This design comes from an exercise in tuning for small area on the open sky130 flow, not from production work.
Function was checked by simulation only, so behaviour that the tests miss may differ from the original.
Power figures rest on the tool's default switching activity, not on a simulated workload.

<file path="constraint.sdc">
create_clock -name core_clock -period 5.0 [get_ports {clk}]
set_input_delay 1.0000 -clock core_clock [delete_from_list [all_inputs] [get_ports {clk}]]
set_output_delay 1.0000 -clock core_clock [all_outputs]
set_load 0.01 [all_outputs]
</file>
<file path="design.v">
module paritygen(ip,clk,rst_p,parity);
	input ip,rst_p,clk;  
	output reg parity;  
	reg [5:0]counter;
	always @(posedge clk)
	begin
		if (rst_p || counter == 33)  
		begin
			parity <= 1'b0;
			counter <= 0;
		end
		else begin  
		    parity <= ^{ip,parity};
			counter <= counter + 1;
		end
	end
endmodule
module UART_Tx(TransmittedSerialData,DoneTx,DataIn,CLK_Baudin,RstTx,NewData,Flag_in);  
	localparam IDLE = 2'b00, TRANSFER = 2'b01, PARITY = 2'b10; 
	localparam size = 32;  
	input [size-1:0]DataIn;  
	input CLK_Baudin,RstTx,NewData;  
  	input Flag_in; 
	output reg TransmittedSerialData;  
	output reg DoneTx;  
	reg [size-1:0]shift;  
  	reg [size-1:0]DataBuffer;  
	reg [$clog2(size)+1:0]counter;  
	reg [1:0]STATE;  
	reg Paritygen_rst;  
	reg ReTransmit;  
	wire Parity; 
	paritygen parity1(  .ip(shift[0]), 
						.clk(CLK_Baudin),
						.rst_p(Paritygen_rst), 
						.parity(Parity)); 
	always @(posedge CLK_Baudin or posedge RstTx)
	begin
		if (RstTx) 
		begin
			TransmittedSerialData <= 1'b1;
			counter <= 0;
          	DataBuffer <= {size{1'b0}};
			STATE <= IDLE ;
			DoneTx <= 1'b0;
			Paritygen_rst <= 1'b1;
          	ReTransmit <= 1'b0;
		end
		else  
		begin
			case(STATE)
			IDLE : begin  
              		if (ReTransmit) begin  
                			Paritygen_rst<=1'b1;
                			shift <= DataBuffer;
                			STATE <= TRANSFER;
					counter <= 0;  
         				DoneTx<=0;
              		end
              		else if (NewData)  
				begin
					Paritygen_rst<=1'b1;
                  			DataBuffer <= DataIn;
					shift <= DataIn;
					STATE <= TRANSFER;
                  			DoneTx<=0;
				end
				else begin  
					STATE <= IDLE;
					TransmittedSerialData <= 1'b1;
					counter <= 0;
					Paritygen_rst <= 1'b1;
					shift <= {size{1'b0}};
				end
			end
			TRANSFER : begin  
				if (counter == 0) begin
					TransmittedSerialData <= 1'b0;
					counter <= counter + 1;
					STATE <= TRANSFER;
					DoneTx <= 1'b0;
					Paritygen_rst <= 1'b0;
                  			ReTransmit <= 1'b0;
				end
				else if (counter != 0 & counter <= size) begin  
					TransmittedSerialData <= shift[0];
					shift <= shift >> 1;
					counter <= counter + 1;
					STATE <= TRANSFER;
				end
				else if (counter == size+1) begin  
					TransmittedSerialData <= Parity;
					STATE <= TRANSFER;
					counter <= counter + 1 ;
				end
              			else begin
                  			STATE <= PARITY;
                		end
			end
			PARITY : begin
				if (Flag_in == 1'b0) begin  
					TransmittedSerialData <= 1'b1;
					STATE <= IDLE ;
					DoneTx <= 1'b1;
					Paritygen_rst <= 1'b0;
					counter <= 0;
                  			ReTransmit <=1'b0;
                  			DataBuffer <= {size{1'b0}};
				end
				else begin  
					TransmittedSerialData <= 1'b1;  
					STATE <= IDLE ;
					DoneTx <= 1'b0;
					Paritygen_rst <= 1'b1;
					counter <= 0;
                  			ReTransmit <= 1'b1;
				end
			end
			default : begin  
				STATE <= IDLE;
				Paritygen_rst<=1'b1;
              			DoneTx <= 1'b0;
			end
			endcase
		end
	end
endmodule
module UART_Rx(DataOut, DoneRx, SerialInputData, CLK_Baudin, RstRx, Flag_Rx, DoneTx);  
	parameter IDLE = 2'b00, RECEIVE = 2'b01, STOP = 2'b10;  
	parameter size = 32;  
	input SerialInputData;  
	input CLK_Baudin, RstRx;  
	input DoneTx;  
	output reg [size-1:0] DataOut;  
	output reg DoneRx;  
	output reg Flag_Rx;  
	reg [1:0] STATE;  
	reg [$clog2(size)+1:0] counter;  
	reg Paritygen_rstR;  
	reg [size-1:0] shift_reg;  
	wire Parity_Rx;
  paritygen parity2 (.ip(SerialInputData),
						.clk(CLK_Baudin),
						.rst_p(Paritygen_rstR),
						.parity(Parity_Rx));  
	always @(posedge CLK_Baudin or posedge RstRx)
	begin
		if (RstRx)  
		begin
			DataOut <= {size{1'b0}};
			shift_reg <= {size{1'b0}};
			counter <= 0;
			STATE <= IDLE;
			DoneRx <= 1'b0;
			Flag_Rx <= 1'b0;
			Paritygen_rstR <= 1'b1;
		end
		else  
		begin
			case (STATE)
			IDLE : begin  
				shift_reg <= {size{1'b0}};
				DataOut <= shift_reg;  
				counter <= 1'b0;
				Flag_Rx <= 1'b0;
				Paritygen_rstR <= 1'b1;
                DoneRx <=1'b0;
				if(SerialInputData == 1'b0)  
                  begin
					STATE <= RECEIVE;
					Paritygen_rstR <= 1'b0;
					DoneRx <= 1'b0;  
					counter <= 1'b1;
                    Flag_Rx <= 1'b0;
				end
				else begin
					STATE <= IDLE;
					counter <= 1'b0;
				end
			end
			RECEIVE : begin  
              if(counter <= size) begin
                shift_reg <= {SerialInputData, shift_reg[size-1:1]};
				counter <= counter + 1;
				end
			  else if(counter == size+1) begin
                   if(Parity_Rx != SerialInputData) begin
						Flag_Rx <= 1'b1;  
						shift_reg <={size{1'b0}};  
                        DataOut <= shift_reg;
						STATE <= STOP;  
                        DoneRx <=0;
                        counter <= counter +1;
				    end
				   else begin
						Flag_Rx <= 1'b0;
						DataOut <= shift_reg;
						STATE <= STOP;
                        counter <= counter +1;
                    end
				end
			end
			STOP: begin
              if(counter == size +2) begin
                STATE <= IDLE;
				DoneRx <= !Flag_Rx;  
                Flag_Rx <= 1'b0;
			  end 
              else begin
                counter <= counter+1;
              end
			end
			default : begin
				STATE <= IDLE;
			end
			endcase
        end
    end
endmodule
module uart_txrx (
    input  wire        clk,        
    input  wire        rst,        
    input  wire [31:0] tx_data,    
    input  wire        tx_start,   
    input  wire        tx_retry,   
    output wire        txd,        
    output wire        tx_done,    
    input  wire        rxd,        
    output wire [31:0] rx_data,    
    output wire        rx_done,    
    output wire        rx_error    
);
    UART_Tx u_tx (
        .TransmittedSerialData(txd),
        .DoneTx(tx_done),
        .DataIn(tx_data),
        .CLK_Baudin(clk),
        .RstTx(rst),
        .NewData(tx_start),
        .Flag_in(tx_retry)
    );
    UART_Rx u_rx (
        .DataOut(rx_data),
        .DoneRx(rx_done),
        .SerialInputData(rxd),
        .CLK_Baudin(clk),
        .RstRx(rst),
        .Flag_Rx(rx_error),
        .DoneTx(tx_done)
    );
endmodule
</file>
<file path="run.sh">
#!/bin/bash
# synth_recipe.tcl (not shown) runs the flow's synth.tcl, then flattens the netlist and writes it again
# the make line also repeats each setting of config.mk as NAME=value (left out here)
make -C /OpenROAD-flow-scripts/flow DESIGN_CONFIG=/design/flow/config.mk WORK_HOME=/design/flow/orfs CLKGATE_MAP_FILE= SYNTH_SCRIPT=/design/flow/synth_recipe.tcl finish
</file>
<file path="config.mk">
export PLATFORM = sky130hd
export DESIGN_NAME = uart_txrx
export DESIGN_NICKNAME = uart_txrx
export VERILOG_FILES = /design/flow/design.v
export SDC_FILE = /design/flow/constraint.sdc
export NUM_CORES = 4
export LEC_CHECK = 0
export CAP_MARGIN = 20
export CORE_MARGIN = 2
export CORE_UTILIZATION = 40
export PLACE_DENSITY = 0.6
export SLEW_MARGIN = 20
</file>
==> impl_metrics.ini <==
[yosys]
synth_top_area_cell = dfrtp_1
syn-num-nets = 707
yosys.area_share.simple = 0.1187
yosys_warnings = 3
ys_seq_area_frac = 0.5840
synthFlopType = dfrtp_1
syn_area_mm2 = 0.007317
synth_top_family_by_area = compound AO/OA/AOI/OAI gates
synth.avg_cell_area_um2 = 11.17
synth-seq-cells = 167
netlist.area_leader.share = 0.4036
synthArstFlopShare = 0.7246
ys_types = 52
synthMuxAreaShare = 0.05917
synthXorXnorAreaFrac = 0.01676
syn_inst = 655
synthTopCellsByArea = dfrtp_1 40%, edfxtp_1 13%, a22o_1 7.7%
synth_adder_area_share = 0.02565
synth_compound_area_frac = 0.1592
synth_edf_count = 32

[worst_setup_path]
path_max_fanout = 34
arrival_ns = 3.03
path_common_cell = buf_4
critical_path_class = input port to flop
crit_required_ns = 5.35
worst-path-buf-inv = 3
worstRegToRegCells = 7
slowest_delay_ns = 0.56
path_depth = 6
crit_family = buffers and inverters
cpMaxStageDelayCell = and3_1
cp-end-kind = flop
worstPathCellList = clkdlybuf4s50_1 > buf_4 > and3_1 > buf_4 > nand2_1 > a2bb2oi_1
worstSetupStartpointType = input port

[sta]
finalHoldViolCount = 0
fin_setup_tns_ns = 0
finalSetupViolCount = 0
drv_slew = 0
rsz0062_at_grt = no
fin_ws_ns = 2.318
fin_crit_ns = 2.683
fmax_ghz = 0.3728
fin_worst_skew_ns = 0.01324
tightest_slew_ns = 0.9356
slew_headroom = 0.3763
period_share = 0.5365

[clocking]
cts_resized = 0
clk_latency_ns = 0.43
root_buffer = clkbuf_16
post_cts_buffers = 0
postCtsHoldBufs = 0
tritoncts = built
cts_buffers = 17
h-tree-depth = 4
clock_path_buffers = 2
clkSinkCount = 167
cts.clk_slew.worst_paths_ns = 0.07

[floorplanning]
row_count = 49
die_w_um = 139.3
dieHeight_um = 139.3
ios = 73
coreArea_mm2 = 0.01796
die_area_mm2 = 0.01939
initial_core_util = 0.4073

[drt]
drc_errors = 0
viasPerCell = 5.324
drt-wirelength-per-cell_um = 16.04
drt_iter0_markers = 397
drt_first_pass_iters = 5
ant_nets = 0
num_vias = 5084
routed_wl_um = 15320

[power_and_ir_drop]
peakVddDrop_mv = 0.2962
p_per_area_mw_per_mm2 = 531.8
leakage_nw = 3.930
p_total_mw = 4.685

[global_routing]
grt_max_degree = 77
overflow = 0
antenna_found_initial = 0
grt_pass1_wl_um = 25630
grt_pass1_vias = 5058
grt_use_total = 0.1637

[placement]
dp_hpwl_um = 9677
gp_congestion = 0.7842
dp_slack_ns = 1.879
io_buffers = 72

[cells_and_area]
multi_input_area_mm2 = 0.002794
fillerInstances = 1591
layout.nets = 765
num_antenna_cells = 0
final-seq-area_mm2 = 0.004274
syn2layout_area_growth_pct = 20.40
drive_gt1_frac = 0.1295

[run]
drv_cap = 0

[min_path]
hold_class = flop to flop
worstHoldPathCells = 1

[outcome]
status = timing/DRC/antenna clean
-- Yosys cell counts, drive strengths merged (2+ instances only) --
library cell  count
mux2             34
nand2            81
a211oi            2
edfxtp           32
ha               15
nand3            18
nor2b             2
dfrtp           118
nor3             10
nor2             63
clkbuf           27
xnor2             7
a21oi            38
o21ai            41
and3              3
a32o              5
inv              14
buf              16
nand3b            3
a31oi             2
nand2b            2
dfxtp            14
o211ai            3
nand4             4
or4               3
a22o             64
mux2i             5
dfstp             3
a31o              3
xor2              7
nor4b             3
-- per-layer routing --
layer	GRT usage	routed length, um	share of wire	up-vias
met5	0	0	0	-
met4	0.05051	158	0.010	0
met3	0.04405	655	0.043	13
met2	0.2616	7443	0.49	107
met1	0.2191	7058	0.46	2515
li1	-	-	-	2449
-- worst reg2reg max path, stage by stage, from the launching register on --
cell and delay [ns]:
dfrtp_1 0.43, inv_1 0.11, ha_1 0.17, nor4b_1 0.52
xor2_1 0.17, o21ai_0 0.20, and3_1 0.19, buf_4 0.42
-- power breakdown --
group	switching, mW	internal, mW
clock network	0.560	0.694
registers	0.232	1.84
logic	0.776	0.580
-- final cells by class --
| cell class | count | share of cell area |
|---|---|---|
| inverters | 14 | 0.006391 |
| repair buffers | 82 | 0.09402 |
| clock buffers | 17 | 0.04829 |
| flip-flops and latches | 167 | 0.4852 |
| multi-input cells | 431 | 0.3171 |
| well taps | 229 | 0.03252 |
| clock inverters | 15 | 0.01647 |
-- worst paths after layout --
path                                                    startpoint                                  to  slack (ns)
worst max-delay path                                      tx_start         u_tx.counter[5]$_DFFE_PP0P_        2.32
worst min-delay path            u_rx.parity2.counter[0]$_SDFF_PP0_  u_rx.parity2.counter[0]$_SDFF_PP0_        0.47
worst max register to register         u_tx.counter[0]$_DFFE_PP0P_             u_tx.shift[8]$_DFFE_PP_        2.43
worst min register to register  u_rx.parity2.counter[0]$_SDFF_PP0_  u_rx.parity2.counter[0]$_SDFF_PP0_        0.47
max in group asynchronous                                      rst      u_rx.shift_reg[21]$_DFFE_PP0P_        3.11
min in group asynchronous                                      rst         u_tx.counter[6]$_DFFE_PP0P_        1.14
-- placed cells by master, fill, tap and decap left out, drive strengths merged, types with 4 or more instances in the layout --
| cell type | n |
|---|---|
| nand3 | 18 |
| buf | 10 |
| a32o | 5 |
| clkbuf | 17 |
| dfrtp | 118 |
| a22o | 64 |
| mux2 | 34 |
| a21oi | 38 |
| nand4 | 4 |
| clkinv | 5 |
| edfxtp | 32 |
| xnor2 | 7 |
| mux2i | 5 |
| xor2 | 7 |
| o21ai | 41 |
| clkdlybuf4s50 | 72 |
| nor3 | 10 |
| clkinvlp | 6 |
| ha | 15 |
| nor2 | 63 |
| nand2 | 81 |
| dfxtp | 14 |
| inv | 17 |
-- metrics by stage --
step	area, um^2	std cells	utilization	hold WS (ns)
floorplan	7321	655	-	0.4294
global placement	8192	921	0.4560	0.4447
finish	8810	955	0.4904	0.4708
global route	8810	955	0.4904	0.5030
detailed placement	8192	921	0.4560	0.4669
CTS	8762	953	0.4878	0.4820
-- cell families after synthesis --
logic type                 after synthesis
AOI/OAI and AO/OA                      166
xor gates and xnor gates                14
adders and majority gates               15
buffers and inverters                   57
DFF                                    167
muxes                                   39
and+or+nand+nor                        197

[port drivers added, routing unchanged]
The flow's constraints put no driver on any port. The routed layout listed below was extracted and timed again, unchanged, in two steps.
Step 1: set_driving_cell puts a clkbuf_16 on clk and a buf_2 on each other input, an assumption about the parent block.
Step 2 times the ports against the registers' clock, not the clock port: input delays grow and output delays shrink by t, the midpoint of the rising clock arrivals with the driver on.
Slacks: ideal ports / drivers / drivers and shift; pairs: ideal ports / drivers.
t, ns: 0.464
setup slack, ns: 2.317 / 2.334 / 1.870
worst hold slack (ns): 0.471 / 0.471 / 0.471
worst setup path at the end: input to register
worst slew at a driven data input, ns: 0.06
After both steps this run still meets setup and hold. The setup slack of this run moves by +0.017 ns with the drivers and by -0.447 ns with both steps.
